What follows belongs to an exercise in optimizing a design on an open flow for small area, a short achievable clock period and few clock cycles per item; a production flow would make more cautious choices. In this exercise RTL edits were held to simulation tests only and were not proved equivalent to the original.

[flow/run.sh]
#!/bin/bash
# synth_recipe.tcl (not shown) runs the flow's synth.tcl, then flattens the netlist and writes it again
# the make line also repeats each setting of config.mk as NAME=value (left out here)
make -C /OpenROAD-flow-scripts/flow DESIGN_CONFIG=/design/flow/config.mk WORK_HOME=/design/flow/orfs CLKGATE_MAP_FILE= SYNTH_SCRIPT=/design/flow/synth_recipe.tcl finish
[flow/constraint.sdc]
create_clock -name core_clock -period 10.0 [get_ports {clk}]
set_input_delay 2.0000 -clock core_clock [delete_from_list [all_inputs] [get_ports {clk}]]
set_output_delay 2.0000 -clock core_clock [all_outputs]
set_load 0.01 [all_outputs]
[flow/design.v]
module LUT (
    input [3:0]       sel,
    input             en,
    input             clk,
    input             rst,
    output reg [31:0] value
);
    reg [31:0] mem1 [14:0];
    reg ON;
    always@(posedge clk or posedge rst)begin
        if(rst)begin
            mem1[0]<=32'b00101101000000000000000000000000;
            mem1[1]<=32'b00011010100100001111000011110101;
            mem1[2]<=32'b00001110000010010010011010100101;
            mem1[3]<=32'b00000111001000000010001111010000;
            mem1[4]<=32'b00000011100100110111101010111111;
            mem1[5]<=32'b00000001110010010101110010101101;
            mem1[6]<=32'b00000000111001001001001011100101;
            mem1[7]<=32'b00000000011100100010110100010110;
            mem1[8]<=32'b00000000001110010001110100111111;
            mem1[9]<=32'b00000000000111001100001111011101;
            mem1[10]<=32'b00000000000011100010010010000111;
            mem1[11]<=32'b00000000000001110010001010010000;
            mem1[12]<=32'b00000000000000111001000101111100;
            mem1[13]<=32'b00000000000000011110011001101110;
            mem1[14]<=32'b00000000000000001110010101010111;     
        end
    end
    always@(posedge clk or posedge rst)begin
        if(rst)begin
            ON <= 0;
        end
        else begin
            if(en)begin
                ON <= 1;
            end
        end
    end
    always@(*)begin
        if(ON)begin
            value = mem1[sel];
        end
        else 
            value = 0;
    end
endmodule
module R_CORDIC (
    input signed [31:0]      i_data_1, 
    input signed [31:0]      i_data_2,
    input signed [31:0]      angle,
    input                    en,
    input                    rst,
    input                    clk,
    input signed [31:0]      LUT,
    output reg signed [31:0] o_data_1,
    output reg signed [31:0] o_data_2,
    output reg               done_flag,
    output [3:0]             sel
);
    localparam signed [31:0] COS_ANG = 32'b00000000100110110111010011101111;  
    reg [3:0] counter;
    reg signed [31:0] buff_data_1;
    reg signed [31:0] buff_data_2;
    reg signed [31:0] buff_angle;
    wire signed [63:0] product1,product2;
    reg ON;
    always@(posedge clk or posedge rst)begin
        if(rst)begin
            buff_data_1 <=32'h0;
            buff_data_2 <=32'h0;
            done_flag   <= 0;
            buff_angle  <= 32'h0;
            o_data_1    <= 32'h0;
            o_data_2    <= 32'h0;
            counter     <= 0;
            ON          <=0;
        end
        else begin
            if(ON)begin
                if(counter == 15)begin
                    o_data_1 <= product1[31:0];
                    o_data_2 <= product2[31:0];
                    counter  <= 0;
                    done_flag <= 1;
                    buff_angle <=0;
                    ON <= 0;
                end
                else begin
                    if(counter == 0)begin
                        if(angle[31])begin
                            buff_data_1 <= i_data_1 - (i_data_2>>>(counter));
                            buff_data_2 <= i_data_2 + (i_data_1>>>(counter));
                            buff_angle  <= angle + LUT; 
                        end
                        else begin
                            buff_data_1 <= i_data_1 + (i_data_2>>>(counter));
                            buff_data_2 <= i_data_2 - (i_data_1>>>(counter));
                            buff_angle  <= angle - LUT;    
                        end
                    end
                    else begin
                        if(buff_angle[31])begin
                            buff_data_1 <= buff_data_1 - (buff_data_2>>>(counter));
                            buff_data_2 <= buff_data_2 + (buff_data_1>>>(counter));
                            buff_angle  <= buff_angle + LUT;
                        end
                        else begin
                            buff_data_1 <= buff_data_1 + (buff_data_2>>>(counter));
                            buff_data_2 <= buff_data_2 - (buff_data_1>>>(counter));
                            buff_angle  <= buff_angle - LUT;
                        end
                    end
                    counter <= counter + 1;
                end
            end
            if(en)begin
                ON <= 1;
                buff_angle <= angle;
            end
            if(done_flag)begin
                done_flag<=0;
                buff_angle<=0;
                buff_data_1<=0;
                buff_data_2<=0;
            end
        end
    end
    assign sel = counter;
    assign product1 = (COS_ANG*buff_data_1)>>>24;
    assign product2 = (COS_ANG*buff_data_2)>>>24;
endmodule
module R_CORDIC_Unit (
    input signed [31:0]      i_data_1, 
    input signed [31:0]      i_data_2,
    input signed [31:0]      angle,
    input                    en,
    input                    rst,
    input                    clk,
    output signed [31:0]     o_data_1,
    output signed [31:0]     o_data_2,
    output                   done_flag
);
    wire [31:0] LUT1;
    wire [3:0]  sel;    
    R_CORDIC rotcor (
        .i_data_1(i_data_1),
        .i_data_2(i_data_2),
        .angle(angle),
        .en(en),
        .rst(rst),
        .clk(clk),
        .LUT(LUT1),
        .o_data_1(o_data_1),
        .o_data_2(o_data_2),
        .done_flag(done_flag),
        .sel(sel)
    );
    LUT lut (
        .sel(sel),
        .en(en),
        .clk(clk),
        .rst(rst),
        .value(LUT1)
    );
endmodule
[flow/config.mk]
export PLATFORM = sky130hd
export DESIGN_NAME = R_CORDIC_Unit
export DESIGN_NICKNAME = R_CORDIC_Unit
export VERILOG_FILES = /design/flow/design.v
export SDC_FILE = /design/flow/constraint.sdc
export NUM_CORES = 4
export LEC_CHECK = 0
export CAP_MARGIN = 20
export CORE_MARGIN = 2
export CORE_UTILIZATION = 40
export SLEW_MARGIN = 20
==> results of run 1 <==
worst paths after layout:
path | depth (start not counted) | start | slack [ns] | end
min in group asynchronous | 2 | rst | 1.95 | rotcor.o_data_2[0]
worst min register to register | 2 | rotcor.o_data_1[10] | 0.48 | rotcor.o_data_1[10]
worst min-delay path | 2 | rotcor.o_data_1[10] | 0.48 | rotcor.o_data_1[10]
worst max-delay path | 24 | rotcor.buff_data_2[29] | 1.49 | rotcor.o_data_2[31]
max in group asynchronous | 3 | rst | 6.79 | rotcor.done_flag
worst max register to register | 24 | rotcor.buff_data_2[29] | 1.49 | rotcor.o_data_2[31]
routing by layer:
| metal | global-route usage, % | up-vias | routed length [um] |
|---|---|---|---|
| li1 | - | 22100 | - |
| met1 | 35.9 | 24100 | 85300 |
| met2 | 41.6 | 1637 | 90400 |
| met3 | 4.35 | 228 | 13500 |
| met4 | 6.93 | 26 | 4890 |
| met5 | 0 | - | 172 |
area by class of cell:
type / count / share of cell area [%]
Timing Repair Buffer: 244 / 3.51
Sequential cell: 167 / 6.57
Clock inverter: 14 / 0.292
Antenna cell: 9 / 0.0352
Multi-Input combinational cell: 4968 / 77.9
Inverter: 1228 / 7.22
Tap cell: 1930 / 3.78
Clock buffer: 18 / 0.671
kinds of logic (layout without fill, tap and decap cells):
logic type | after synthesis | in the layout | share of synthesized area [%]
xor+xnor | 504 | 504 | 7.41
simple gates | 1186 | 1186 | 9.21
flops | 167 | 167 | 7.02
fa+ha+maj | 1665 | 1665 | 45.0
buf+inv | 1433 | 1504 | 9.33
mux | 286 | 286 | 7.85
compound gates | 1327 | 1327 | 14.2
other cells | 0 | 9 | 0
synth_stat cells, types with 63 or more instances:
cell type  count  share of area [%]
xnor2_1      308                4.5
a21o_1       163                2.1
ha_1         872                 18
mux2i_1      104                1.7
nor2_1       364                2.3
a21oi_1      387                3.3
mux4_2       135                5.1
xor2_1       196                2.9
nand2_1      387                2.4
dfrtp_1      167                7.0
nor3_1        72               0.61
fa_1         792                 27
o21ai_0      288                2.4
a211oi_1      93                1.2
clkbuf_1     113               0.71
inv_1       1223                7.7
and3_1        63               0.66
per-stage QoR:
stage | instances | setup WS [ns]
after global routing | 8578 | 1.01
final | 8578 | 1.49
after floorplan | 6568 | 1.71
after CTS | 8569 | 1.44
after detailed placement | 8537 | 1.43
after global placement | 8537 | 1.52
critical path, delay by kind of cell (launching register included):
kind / cells / cell delay (ns)
fa+ha+maj: 8 / 3.95
compound gates: 8 / 2.08
flops: 1 / 1.02
simple gates: 2 / 0.73
buf+inv: 5 / 0.42
xor+xnor: 1 / 0.13
flip-flops by register name, summed over array words and instances, names as in the netlist:
name                count
lut.ON                  1
rotcor.ON               1
rotcor.buff_angle      32
rotcor.buff_data_1     32
rotcor.buff_data_2     32
rotcor.counter          4
rotcor.done_flag        1
rotcor.o_data_1        32
rotcor.o_data_2        32
==> impl_metrics.yaml, run 1 <==
floorplan:
  die_h_um: 390
  num_io_pins: 164
  start_util_pct: 40.3
  dieArea_um2: 152000
  die_w_um: 390
  coreArea_um2: 148000
  num_rows: 141
logic_synthesis:
  synth_cell_type_count: 90
  synth_edf_count: 0
  netlist_instances: 6568
  syn_area_per_cell_um2: 9.06
  synth_seq_cells: 167
  seq_area_frac_synth_pct: 7.02
  yosys_most_used_dff: "dfrtp_1"
  synthArstFlopShare_pct: 100
  synth_fp_nets: 8331
  ys.warnings.count: 3
  synth_area_um2: 59500
layout:
  post-route-util_pct: 43.3
  area_growth_pct: 7.42
  nets: 8389
  drive_gt1_share_pct: 5.47
  design_area_um2: 64000
  final_cell_mix: "inv_1 (1,221), ha_1 (872), fa_1 (792)"
  final.fill_count: 14600
  layout.area.seq_um2: 4200
  multi_input_area_um2: 49800
  layout.cells.most_common: "inv_1"
sta:
  min_period_over_period_pct: 85.1
  slew_viol_final: 0
  hold_ws_ns: 0.482
  fin_skew_ns: 0.0234
  max_freq_mhz: 118
  worst_pin_slew_ns: 1.20
  setup_violations: 0
  setup_tns_ns: 0
  rsz0062_at_grt: "false"
  post-route-min-period_ns: 8.51
  relSlewSlack_pct: 20.2
  hold_viol: 0
worst_setup_path:
  worst_setup_path_start_kind: "register"
  worstSetupPathType: "register to register"
  crit_chain: "fa_1 > fa_1 > inv_1 > fa_1 > fa_1 > inv_1 > fa_1 > fa_1 > inv_1 > fa_1 > inv_1 > ha_1 > a21o_1 > a21o_1 > a221oi_1 > or3b_2 > nor3_1 > buf_4 > o21ai_0 > a311oi_1 > o221ai_1 > a21oi_1 > xnor2_1 > o21ai_0"
  end_kind: "register"
  max_stage_delay_ns: 1.02
  crit_fanout: 19
  critPathArrivalTime_ns: 8.93
  crit_slowest_cell: "dfrtp_1"
  crit_path_frequent_cell: "fa_1"
  required_ns: 10.42
drt:
  first_pass_iters: 7
  viasPerCell: 5.61
  drt_iter0_drc: 3686
  wire_per_inst_um: 22.6
  routed-via-count: 48100
  drtAntennaViolNets: 0
  drt_wl_total_mm: 194
  drcViolationCount: 0
global_routing:
  first_global_vias: 49000
  grt_antenna_before_repair: 25
  grt_first_pass_wirelength_mm: 300
  grt_usage_pct: 25.8
  grt_max_degree: 86
  grt_overflow: 0
run:
  maxCapViolCount: 0
placed_design:
  dpl_cell_area_um2: 63300
  portBuffers: 163
  hpwlAfterDp_mm: 158
  place.gp.congestion: 0.990
clock_tree:
  path_clk_slew_ns: 0.08
  cts_root_buf: "clkbuf_16"
  clock_sinks: 167
  hold_buffers: 0
  cts_tree: "built"
  cts_made_buffers: 17
  post_cts_resized: 0
  post_cts_buffers: 0
  cts_max_path_buffers: 2
  clkLatencyLatePin_ns: 0.57
  cts_max_level: 4
min_path:
  hold_class: "register to register"
run_status:
  status: "finished clean"
Testbench counts, summed over its fixed seeds: cycles 8,712, items 512.
==> run 2: changes to the inputs <==
==> flow/design.v (replaced) <==
module LUT (
    input      [3:0]  sel,
    input             neg,
    output     [31:0] value
);
    reg [31:0] t;
    always @(*) begin
        case (sel)
            4'd0:  t = 32'h2D000000;
            4'd1:  t = 32'h1A90F0F5;
            4'd2:  t = 32'h0E0926A5;
            4'd3:  t = 32'h072023D0;
            4'd4:  t = 32'h03937ABF;
            4'd5:  t = 32'h01C95CAD;
            4'd6:  t = 32'h00E492E5;
            4'd7:  t = 32'h00722D16;
            4'd8:  t = 32'h00391D3F;
            4'd9:  t = 32'h001CC3DD;
            4'd10: t = 32'h000E2487;
            4'd11: t = 32'h00072290;
            4'd12: t = 32'h0003917C;
            4'd13: t = 32'h0001E66E;
            4'd14: t = 32'h0000E557;
            default: t = 32'h0;
        endcase
    end
    assign value = neg ? t : -t;
endmodule
module R_CORDIC (
    input  signed [31:0] x,
    output signed [31:0] y
);
    wire signed [55:0] e = {{24{x[31]}}, x};
    wire signed [55:0] p = (e <<< 23) + (e <<< 21) - (e <<< 18) - (e <<< 15)
                         - (e <<< 12) + (e <<< 10) + (e <<< 8) - (e <<< 4) - e;
    assign y = p[55:24];
endmodule
module R_CORDIC_Unit (
    input signed [31:0]      i_data_1,
    input signed [31:0]      i_data_2,
    input signed [31:0]      angle,
    input                    en,
    input                    rst,
    input                    clk,
    output signed [31:0]     o_data_1,
    output signed [31:0]     o_data_2,
    output                   done_flag
);
    reg        busy, done;
    reg  [4:0] cnt;
    reg signed [31:0] bx, by, ba;
    wire neg = ba[31];
    wire [31:0] t;
    LUT lut (.sel(cnt[3:0]), .neg(neg), .value(t));
    wire signed [31:0] sx = bx >>> cnt[3:0];
    wire signed [31:0] sy = by >>> cnt[3:0];
    wire [32:0] ax = {bx, 1'b1} + {sy ^ {32{ neg}},  neg};
    wire [32:0] ay = {by, 1'b1} + {sx ^ {32{~neg}}, ~neg};
    wire [31:0] nx = ax[32:1];
    wire [31:0] ny = ay[32:1];
    wire [31:0] na = ba + t;
    wire signed [31:0] kx;
    R_CORDIC gain (.x(bx), .y(kx));
    wire mul = cnt[4] | (&cnt[3:0]);
    always @(posedge clk or posedge rst) begin
        if (rst) begin
            busy <= 1'b0;
            done <= 1'b0;
            cnt  <= 5'd0;
        end else begin
            done <= busy && cnt == 5'd16;
            if (en) begin
                busy <= 1'b1;
                cnt  <= 5'd0;
            end else if (busy) begin
                cnt <= cnt + 5'd1;
                if (cnt == 5'd16) busy <= 1'b0;
            end
        end
    end
    always @(posedge clk) begin
        if (en) begin
            bx <= i_data_1;
            by <= i_data_2;
            ba <= angle;
        end else if (mul) begin
            bx <= by;
            by <= kx;
        end else begin
            bx <= nx;
            by <= ny;
            ba <= na;
        end
    end
    assign o_data_1  = bx;
    assign o_data_2  = by;
    assign done_flag = done;
endmodule
==> run 2 against run 1 <==
Effect of this change:
- still clean on timing, DRC and antenna
- via count down 59%
- synthesized area decreased by 63%
- sequential share of layout area is 3.3 points higher
- largest cell class unchanged
==> impl_metrics.yaml, run 2 <==
worst_setup_path:
  worst_setup_path_start_kind: "register"
  required_ns: 10.30
  critPathArrivalTime_ns: 7.20
  end_kind: "register"
  worstSetupPathType: "register to register"
  crit_fanout: 10
sta:
  rsz0062_at_grt: "false"
  worst_pin_slew_ns: 1.24
  max_freq_mhz: 145
  hold_ws_ns: 0.562
  setup_tns_ns: 0
  post-route-min-period_ns: 6.91
  relSlewSlack_pct: 16.7
  setup_violations: 0
  fin_skew_ns: 0.0181
  min_period_over_period_pct: 69.1
  hold_viol: 0
  slew_viol_final: 0
global_routing:
  use_met1_pct: 38.2
  grt_max_degree: 85
  first_global_vias: 19800
  grt_antenna_before_repair: 1
  busiest_layer: "met2"
  use_met2_pct: 43.3
  grt_usage_pct: 27.8
  met3_usage_pct: 5.12
  grt_first_pass_wirelength_mm: 119
  grt_overflow: 0
run_status:
  status: "finished clean"
floorplan:
  die_w_um: 238
  dieArea_um2: 56400
  start_util_pct: 40.5
  die_h_um: 238
  num_io_pins: 164
  coreArea_um2: 53800
  num_rows: 85
layout:
  layout.area.seq_um2: 2430
  drive_gt1_share_pct: 5.44
  post-route-util_pct: 45.5
  area_growth_pct: 12.2
  instances_no_fill: 3400
  nets: 3222
  reg_top3: "ba (32), bx (32), by (32)"
  final_cell_mix: "inv_1 (334), nand2_1 (233), ha_1 (217)"
  multi_input_area_um2: 17700
  layout.cells.most_common: "inv_1"
  final.fill_count: 5333
placed_design:
  hpwlAfterDp_mm: 59.8
  portBuffers: 163
  place.gp.congestion: 0.944
  place_inst: 3383
logic_synthesis:
  synth_area_um2: 21800
  seq_area_frac_synth_pct: 11.1
  synth_cell_type_count: 85
  synth.most_common_cell: "inv_1"
  synthArstFlopShare_pct: 6.80
  synthTopCellsByCount: "inv_1 (335), nand2_1 (233), ha_1 (218)"
  synth_seq_cells: 103
  synth_fp_nets: 3114
  synth_edf_count: 32
  yosys_most_used_dff: "dfxtp_1"
  ys.warnings.count: 2
  yosysTopAreaCellShare_pct: 19.0
  netlist_instances: 2590
  syn_area_per_cell_um2: 8.42
  yosys-top-cells-area: "fa_1 (19%), ha_1 (13%), xnor2_1 (6.7%)"
  yosysTopAreaCell: "fa_1"
drt:
  routed-via-count: 19700
  first_pass_iters: 5
  wire_per_inst_um: 22.7
  viasPerCell: 5.79
  drt_wl_total_mm: 77.0
  drcViolationCount: 0
  drtAntennaViolNets: 0
  drt_iter0_drc: 1834
clock_tree:
  post_cts_buffers: 0
  clkLatencyLatePin_ns: 0.42
  cts_max_level: 3
  post_cts_resized: 0
  cts_tree: "built"
  cts_made_buffers: 9
  cts_root_buf: "clkbuf_16"
  hold_buffers: 0
  clock_sinks: 103
  path_clk_slew_ns: 0.09
  cts_max_path_buffers: 2
min_path:
  hold_class: "register to register"
run:
  maxCapViolCount: 0
-- run 2: changes by cell type in the layout (fill, tap and decap cells not counted), sizes merged, moves of 64 or more --
| cell | change |
|---|---|
| a211oi | -67 |
| a21oi | -186 |
| dfrtp | -160 |
| dfxtp | +64 |
| fa | -585 |
| ha | -654 |
| inv | -893 |
| mux4 | -100 |
| nand2 | -154 |
| nor2 | -218 |
| o21ai | -123 |
| xnor2 | -142 |
| xor2 | -142 |
-- run 2: final timing paths --
path                            slack [ns]      to    from  cells past startpoint
min in group asynchronous             1.86  cnt[4]     rst                      2
worst max register to register        3.09  by[30]  bx[15]                     21
worst min-delay path                  0.56  cnt[4]  cnt[4]                      2
worst min register to register        0.56  cnt[4]  cnt[4]                      2
worst max-delay path                  3.09  by[30]  bx[15]                     21
max in group asynchronous             7.84  cnt[0]     rst                      2
-- run 2: cell type report --
type,instances,area share (%)
clock inverters,6,0.148
diodes,1,0.0102
repair buffers,203,7.90
multi-input cells,2042,72.3
inverters,339,5.20
clock buffers,10,0.936
flip-flops and latches,103,9.92
well taps,696,3.56
-- run 2: cells by family after synthesis --
group	share of synthesized area [%]
XOR/XNOR	8.83
adder cells (fa/ha/maj)	31.5
multiplexers	9.34
buffers and inverters	7.80
flip-flops	11.1
AO/OA/AOI/OAI	19.5
AND/OR/NAND/NOR	11.9
-- run 2: worst max-delay path, stage by stage (launching register included) --
cell	delay (ns)
dfxtp_1	0.81
inv_1	0.40
fa_1	0.58
inv_1	0.04
ha_1	0.26
inv_1	0.05
fa_1	0.54
inv_1	0.06
fa_1	0.52
inv_1	0.04
ha_1	0.34
a21oi_1	0.15
o21ai_0	0.11
a211oi_1	0.27
a311o_1	0.29
o21ai_0	0.24
a211oi_1	1.03
o21bai_1	0.22
o41ai_1	0.47
xnor2_1	0.12
a22oi_1	0.13
o21ai_0	0.11
-- run 2: through the flow --
stage          instance area [um^2]  setup WS [ns]
6_report                      24500           3.09
5_1_grt                       24500           2.74
4_1_cts                       24500           3.23
3_5_place_dp                  24200           3.26
3_3_place_gp                  24200           3.39
2_1_floorplan                 21800           3.60
-- run 2: layer usage --
metal  share of wire (%)  up-vias
met5                   0        -
met4                 4.2        0
met3                 7.6      141
met2                  44      848
met1                  44     9552
li1                    -     9137
Testbench counts of run 2, summed over its fixed seeds: cycles 9,224, items 512.

port drivers added, routing unchanged:
The results above use ideal ports. As a check the final layouts listed here were re-extracted and re-timed, cells and wires unchanged. Step 1 sets driving cells, clkbuf_16 on the clock port and buf_2 on the other inputs (assumed; they add their load-dependent delay and slew). Step 2 adds t to the input delays and takes it off the output delays; t is the mean of the earliest and latest rising clock arrival at the registers after step 1. Input paths then give back, and output paths get back, about the clock's delay inside the block. Three values: ideal, step 1, step 2; two values: the first two.
| run | t, ns | slack for setup (ns) | cell pins on the clock port's net |
|---|---|---|---|
| run 1 | 0.645 | 1.494 / 1.494 / 1.494 | 1 |
| run 2 | 0.467 | 3.092 / 3.092 / 3.092 | 1 |
After both steps setup and hold are still met in every run listed.
